This is an optimization exercise on Yosys and OpenROAD, whose aim is small area, not a production implementation.
The RTL was checked by simulation tests, not by an equivalence proof against the original design.
Power figures rest on the tool's default switching activity, not on a simulated workload.

==> inputs of run a <==
==> flow/design.v <==
module Binary2BCD #( parameter W = 18)(input [W-1:0]val, output reg [W+(W-4)/3:0]bcd);
	integer i, j;
	always @(val) begin
		for (i = 0; i <= W+(W-4)/3; i = i + 1) bcd[i] = 0;
		bcd[W-1:0] = val;
		for (i = 0; i <= W-4; i = i + 1)
			for (j = 0; j <= i / 3; j = j + 1)
				if (bcd[W - i + 4 * j -: 4] > 4)
					bcd[W - i + 4 * j -: 4] = bcd[W - i + 4 * j -: 4] + 4'd3;
	end
endmodule
module BCD2SevenSegment(input [3:0] bcd, output reg [6:0] out);
	always @(bcd) begin
		case (bcd)
			4'h0   : out = 7'b1000000;
			4'h1   : out = 7'b1111001;
			4'h2   : out = 7'b0100100;
			4'h3   : out = 7'b0110000;
			4'h4   : out = 7'b0011001;
			4'h5   : out = 7'b0010010;
			4'h6   : out = 7'b0000010;
			4'h7   : out = 7'b1111000;
			4'h8   : out = 7'b0000000;
			4'h9   : out = 7'b0011000;
			default: out = 7'bXXXXXXX;
		endcase
	end
endmodule
module DistanceSensor(input CLOCK_50, input reset, input echo, output reg trig, output [6:0] HEX3, HEX2, HEX1, HEX0);
	reg [21:0] w;         
	reg [11:0] p;         
	reg [3:0] u, t;       
	reg [2:0] h;          
	reg [3:0] du, dt;     
	reg [2:0] dh;
	wire z20 = ~|w[20:1];
	wire z21 = z20 & ~w[0];
	wire wrap = z21 & w[21];                  
	wire first = z20 & w[0] & ~w[21] & ~trig;  
	wire fb = w[21] ^ w[20] ^ z21;
	wire end500 = w[21] & w[16] & w[10] & ~w[18];  
	wire sat = &h;
	wire pend = p[11] & p[9] & p[8] & p[6] & p[4] & p[1] & p[0];                    
	wire p499 = p[8] & p[7] & p[6] & p[5] & p[4] & p[1] & p[0];                     
	wire q655 = h[2] & h[1] & t[2] & t[0] & u[2] & u[0];                             
	always @(posedge CLOCK_50) begin
		if (reset) begin
			w <= 0;
			trig <= 0;
		end else begin
			w <= {w[20:0], fb};
			if (wrap) trig <= 1;
			else if (end500) trig <= 0;
		end
		if (z21) begin
			p <= {11'b0, echo & ~w[21]};
			u <= 0; t <= 0; h <= 0;
		end else if (echo && !sat) begin
			if (q655 && p499) begin
				h <= 7; t <= 9; u <= 9;
			end else if (pend) begin
				p <= 0;
				if (u == 9) begin
					u <= 0;
					if (t == 9) begin
						t <= 0;
						h <= h + 1;
					end else t <= t + 1;
				end else u <= u + 1;
			end else p <= p + 1;
		end
		if (wrap || first) begin
			du <= u; dt <= t; dh <= h;
		end
	end
	wire dsat = &dh;
	assign HEX2 = seg3b(dh);
	assign HEX1 = segbcd(dt);
	assign HEX0 = segbcd(du);
	assign HEX3 = {~dsat, 1'b0, dsat, dsat, 3'b000};
	function [6:0] segbcd(input [3:0] x);
		reg A, B, C, D;
		begin
			{A, B, C, D} = x;
			segbcd[0] = (~A & ~B & ~C & D) | (B & ~C & ~D);
			segbcd[1] = B & (C ^ D);
			segbcd[2] = ~B & C & ~D;
			segbcd[3] = (~C & (B ^ D)) | (B & C & D);
			segbcd[4] = D | (B & ~C);
			segbcd[5] = (~A & ~B & (C | D)) | (B & C & D);
			segbcd[6] = (~A & ~B & ~C) | (B & C & D);
		end
	endfunction
	function [6:0] seg3b(input [2:0] x);
		case (x)
			3'd0: seg3b = 7'b1000000;
			3'd1: seg3b = 7'b1111001;
			3'd2: seg3b = 7'b0100100;
			3'd3: seg3b = 7'b0110000;
			3'd4: seg3b = 7'b0011001;
			3'd5: seg3b = 7'b0010010;
			3'd6: seg3b = 7'b0000010;
			default: seg3b = 7'b0011000;
		endcase
	endfunction
endmodule
==> flow/run.sh <==
#!/bin/bash
# synth_recipe.tcl (not shown) runs the flow's synth.tcl, then flattens the netlist and writes it again
# the make line also repeats each setting of config.mk as NAME=value (left out here)
make -C /OpenROAD-flow-scripts/flow DESIGN_CONFIG=/design/flow/config.mk WORK_HOME=/design/flow/orfs CLKGATE_MAP_FILE= SYNTH_SCRIPT=/design/flow/synth_recipe.tcl finish
==> flow/config.mk <==
export PLATFORM = sky130hd
export DESIGN_NAME = DistanceSensor
export DESIGN_NICKNAME = DistanceSensor
export VERILOG_FILES = /design/flow/design.v
export SDC_FILE = /design/flow/constraint.sdc
export NUM_CORES = 4
export LEC_CHECK = 0
export CAP_MARGIN = 20
export CORE_MARGIN = 2
export CORE_UTILIZATION = 40
export SLEW_MARGIN = 20
==> flow/constraint.sdc <==
create_clock -name core_clock -period 30.0 [get_ports {CLOCK_50}]
set_input_delay 6.0000 -clock core_clock [delete_from_list [all_inputs] [get_ports {CLOCK_50}]]
set_output_delay 6.0000 -clock core_clock [all_outputs]
set_load 0.01 [all_outputs]
==> run b: changes against run a <==
--- a/flow/design.v
+++ b/flow/design.v
@@ -27,37 +27,38 @@
 	end
 endmodule
 module DistanceSensor(input CLOCK_50, input reset, input echo, output reg trig, output [6:0] HEX3, HEX2, HEX1, HEX0);
-	reg [21:0] w;         
+	reg [21:0] r;         
 	reg [11:0] p;         
 	reg [3:0] u, t;       
 	reg [2:0] h;          
 	reg [3:0] du, dt;     
 	reg [2:0] dh;
-	wire z20 = ~|w[20:1];
-	wire z21 = z20 & ~w[0];
-	wire wrap = z21 & w[21];                  
-	wire first = z20 & w[0] & ~w[21] & ~trig;  
-	wire fb = w[21] ^ w[20] ^ z21;
-	wire end500 = w[21] & w[16] & w[10] & ~w[18];  
+	wire ones21 = &r[20:0];
+	wire wrap = ones21 & ~r[21];              
+	wire first = ones21 & r[21] & ~trig;      
+	wire z21 = ~|(r[20:0] ^ 21'h0AAAAA);      
+	wire fb = ~(r[21] ^ r[20]) ^ z21;
+	wire end500 = r[10] & r[11] & ~r[13] & ~r[19];  
 	wire sat = &h;
-	wire pend = p[11] & p[9] & p[8] & p[6] & p[4] & p[1] & p[0];                    
-	wire p499 = p[8] & p[7] & p[6] & p[5] & p[4] & p[1] & p[0];                     
+	wire pfb = ~(p[11] ^ p[10]);
+	wire pend = ~p[0] & p[1] & ~p[2] & p[3] & p[4] & ~p[5] & p[6] & ~p[8] & p[9] & p[11];  
+	wire p499 = p[0] & ~p[3] & p[4] & ~p[5] & ~p[6] & p[9] & ~p[11];                   
 	wire q655 = h[2] & h[1] & t[2] & t[0] & u[2] & u[0];                             
 	always @(posedge CLOCK_50) begin
 		if (reset) begin
-			w <= 0;
+			r <= 0;
 			trig <= 0;
 		end else begin
-			w <= {w[20:0], fb};
+			r <= {~r[20:0], fb};
 			if (wrap) trig <= 1;
 			else if (end500) trig <= 0;
 		end
-		if (z21) begin
-			p <= {11'b0, echo & ~w[21]};
+		if (wrap || reset) begin
+			p <= 0;
 			u <= 0; t <= 0; h <= 0;
 		end else if (echo && !sat) begin
 			if (q655 && p499) begin
-				h <= 7; t <= 9; u <= 9;
+				h <= 7;
 			end else if (pend) begin
 				p <= 0;
 				if (u == 9) begin
@@ -67,7 +68,7 @@
 						h <= h + 1;
 					end else t <= t + 1;
 				end else u <= u + 1;
-			end else p <= p + 1;
+			end else p <= {p[10:0], pfb};
 		end
 		if (wrap || first) begin
 			du <= u; dt <= t; dh <= h;
@@ -75,8 +76,8 @@
 	end
 	wire dsat = &dh;
 	assign HEX2 = seg3b(dh);
-	assign HEX1 = segbcd(dt);
-	assign HEX0 = segbcd(du);
+	assign HEX1 = dsat ? 7'b0011000 : segbcd(dt);
+	assign HEX0 = dsat ? 7'b0011000 : segbcd(du);
 	assign HEX3 = {~dsat, 1'b0, dsat, dsat, 3'b000};
 	function [6:0] segbcd(input [3:0] x);
 		reg A, B, C, D;
==> flow/flow/run.sh (new file) <==
#!/bin/bash
# Own layout flow: the standard synthesis, then a stronger area-oriented
# re-mapping of the combinational logic only (every flip-flop instance of the
# standard synthesis is kept as it is, with its name and cell type), then the
# standard ORFS layout with small port buffers and clock buffers.
set -euo pipefail
HERE=$(pwd)
PLAT=$FLOW_HOME/platforms/$FLOW_PLATFORM
LIB=$PLAT/lib/sky130_fd_sc_hd__tt_025C_1v80.lib
RES=$HERE/orfs/results/$FLOW_PLATFORM/DistanceSensor/base
PORTBUF="BUFFER_PORTS_ARGS=-buffer_cell sky130_fd_sc_hd__buf_1"

bash standard.sh synth > synth.log 2>&1
cp $RES/1_2_yosys.v $HERE/std_synth.v

# Re-map with a few random seeds in parallel; keep the smallest netlist that
# passes yosys's check.
for S in 0 1 2 3; do
  sed -e "s#@T@#60#" -e "s#@S@#$S#" flow/deep.abc.in > deep_$S.abc
  sed -e "s#@LIB@#$LIB#g" -e "s#@IN@#$HERE/std_synth.v#" -e "s#@TOP@#$FLOW_TOP#g" \
      -e "s#@ABC@#$HERE/deep_$S.abc#" -e "s#@OUT@#$HERE/resyn_$S.v#" flow/resyn.ys.in > resyn_$S.ys
  ( yosys -l resyn_$S.log resyn_$S.ys > /dev/null 2>&1 || true ) &
done
wait
BEST=""; BESTA=""
for S in 0 1 2 3; do
  [[ -f resyn_$S.v ]] || continue
  if yosys -l resyn_check_$S.log -p "read_liberty -lib $LIB; read_verilog $HERE/resyn_$S.v; hierarchy -top $FLOW_TOP; check -assert -mapped" > /dev/null 2>&1; then
    A=$(grep 'Chip area' resyn_$S.log | awk '{print $NF}')
    if [[ -z "$BEST" ]] || awk "BEGIN{exit !($A < $BESTA)}"; then BEST=$S; BESTA=$A; fi
  fi
done
echo "best seed: ${BEST:-none} area ${BESTA:-}" > resyn_choice.txt
if [[ -n "$BEST" ]]; then
  cp $HERE/resyn_$BEST.v $RES/1_2_yosys.v
  rm -f $RES/1_synth.odb $RES/1_synth.sdc
fi

bash standard.sh "$PORTBUF" CTS_ARGS="$(cat flow/cts.args)" finish > layout.log 2>&1
==> flow/flow/cts.args (new file) <==
-sink_clustering_enable -repair_clock_nets -dont_use_dummy_load -buf_list {sky130_fd_sc_hd__clkbuf_4} -root_buf sky130_fd_sc_hd__clkbuf_4 -sink_clustering_size 20
==> flow/flow/deep.abc.in (new file) <==
strash
&get -n
&deepsyn -T @T@ -S @S@
&put
strash
&get -n
&dch -f
&nf -a
&put
topo
==> flow/flow/resyn.ys.in (new file) <==
read_liberty -ignore_miss_func @LIB@
read_verilog @IN@
hierarchy -top @TOP@
setattr -mod -set blackbox 1 sky130_fd_sc_hd__df* sky130_fd_sc_hd__edf* sky130_fd_sc_hd__sdf* sky130_fd_sc_hd__sedf* sky130_fd_sc_hd__dl*
flatten
opt_clean -purge
opt -fast
abc -liberty @LIB@ -dont_use sky130_fd_sc_hd__probe_p_8 -dont_use sky130_fd_sc_hd__probec_p_8 -dont_use sky130_fd_sc_hd__lpflow_* -script @ABC@
opt_clean -purge
hilomap -singleton -hicell sky130_fd_sc_hd__conb_1 HI -locell sky130_fd_sc_hd__conb_1 LO
insbuf -buf sky130_fd_sc_hd__buf_4 A X
opt_clean -purge
rename -hide w:*:*
rename -hide w:*/*
select -module @TOP@
stat -liberty @LIB@
write_verilog -noattr -nohex -nodec -selected @OUT@
==> flow/standard.sh (new file) <==
#!/bin/bash
# synth_recipe.tcl (not shown) runs the flow's synth.tcl, then flattens the netlist and writes it again
# the make line also repeats each setting of config.mk as NAME=value (left out here)
make -C /OpenROAD-flow-scripts/flow DESIGN_CONFIG=/design/flow/config.mk WORK_HOME=/design/flow/orfs CLKGATE_MAP_FILE= SYNTH_SCRIPT=/design/flow/synth_recipe.tcl "${@:-finish}"
removed: flow/run.sh
==> results.yml <==
floorplanning:
  nWellTaps: 70
routing:
  drtIter0Drc: 75
run_status:
  status: "finished clean"
sta:
  timing.fmax_mhz: 128
  hold_ws_ns: 0.400
setup_path:
  crit_path_end: "HEX1[2]"
power:
  powerSeq_uw: 81.9
  p_comb_uw: 3.81
Source of the figures above: run b

==> results.yml <==
run_status:
  status: "finished clean"
sta:
  timing.fmax_mhz: 128
  hold_ws_ns: 0.457
floorplanning:
  nWellTaps: 77
power:
  powerSeq_uw: 84.4
Source of the figures above: run a

[port drivers added, routing unchanged]
In the flow no input, the clock included, has a driving cell. The finished layouts below were timed again as built, in two steps. Step 1: set_driving_cell puts a clkbuf_16 on CLOCK_50 and a buf_2 on each other input, an assumption about the parent block. Step 2 adds t to the input delays and takes it off the output delays; t is the mean of the earliest and latest rising clock arrival at the registers after step 1. Input paths then give back, and output paths get back, about the clock's delay inside the block. a / b / c = no drivers / after step 1 / after step 2; a / b = the first two.
run | t (ns) | slack for setup (ns) | latest minus earliest clock arrival (ns) | worst register clock-pin slew, ns | worst slew at a driven data input, ns
run a | 0.368 | 22.196 / 22.169 / 22.168 | 0.008 / 0.008 | 0.07 / 0.07 | 0.03
run b | 0.396 | 22.216 / 22.189 / 21.948 | 0.024 / 0.024 | 0.09 / 0.09 | 0.04
After both steps every run listed still meets setup and hold. The setup slack of run b, which loses most, moves by -0.027 ns with the drivers and by -0.268 ns with both steps.
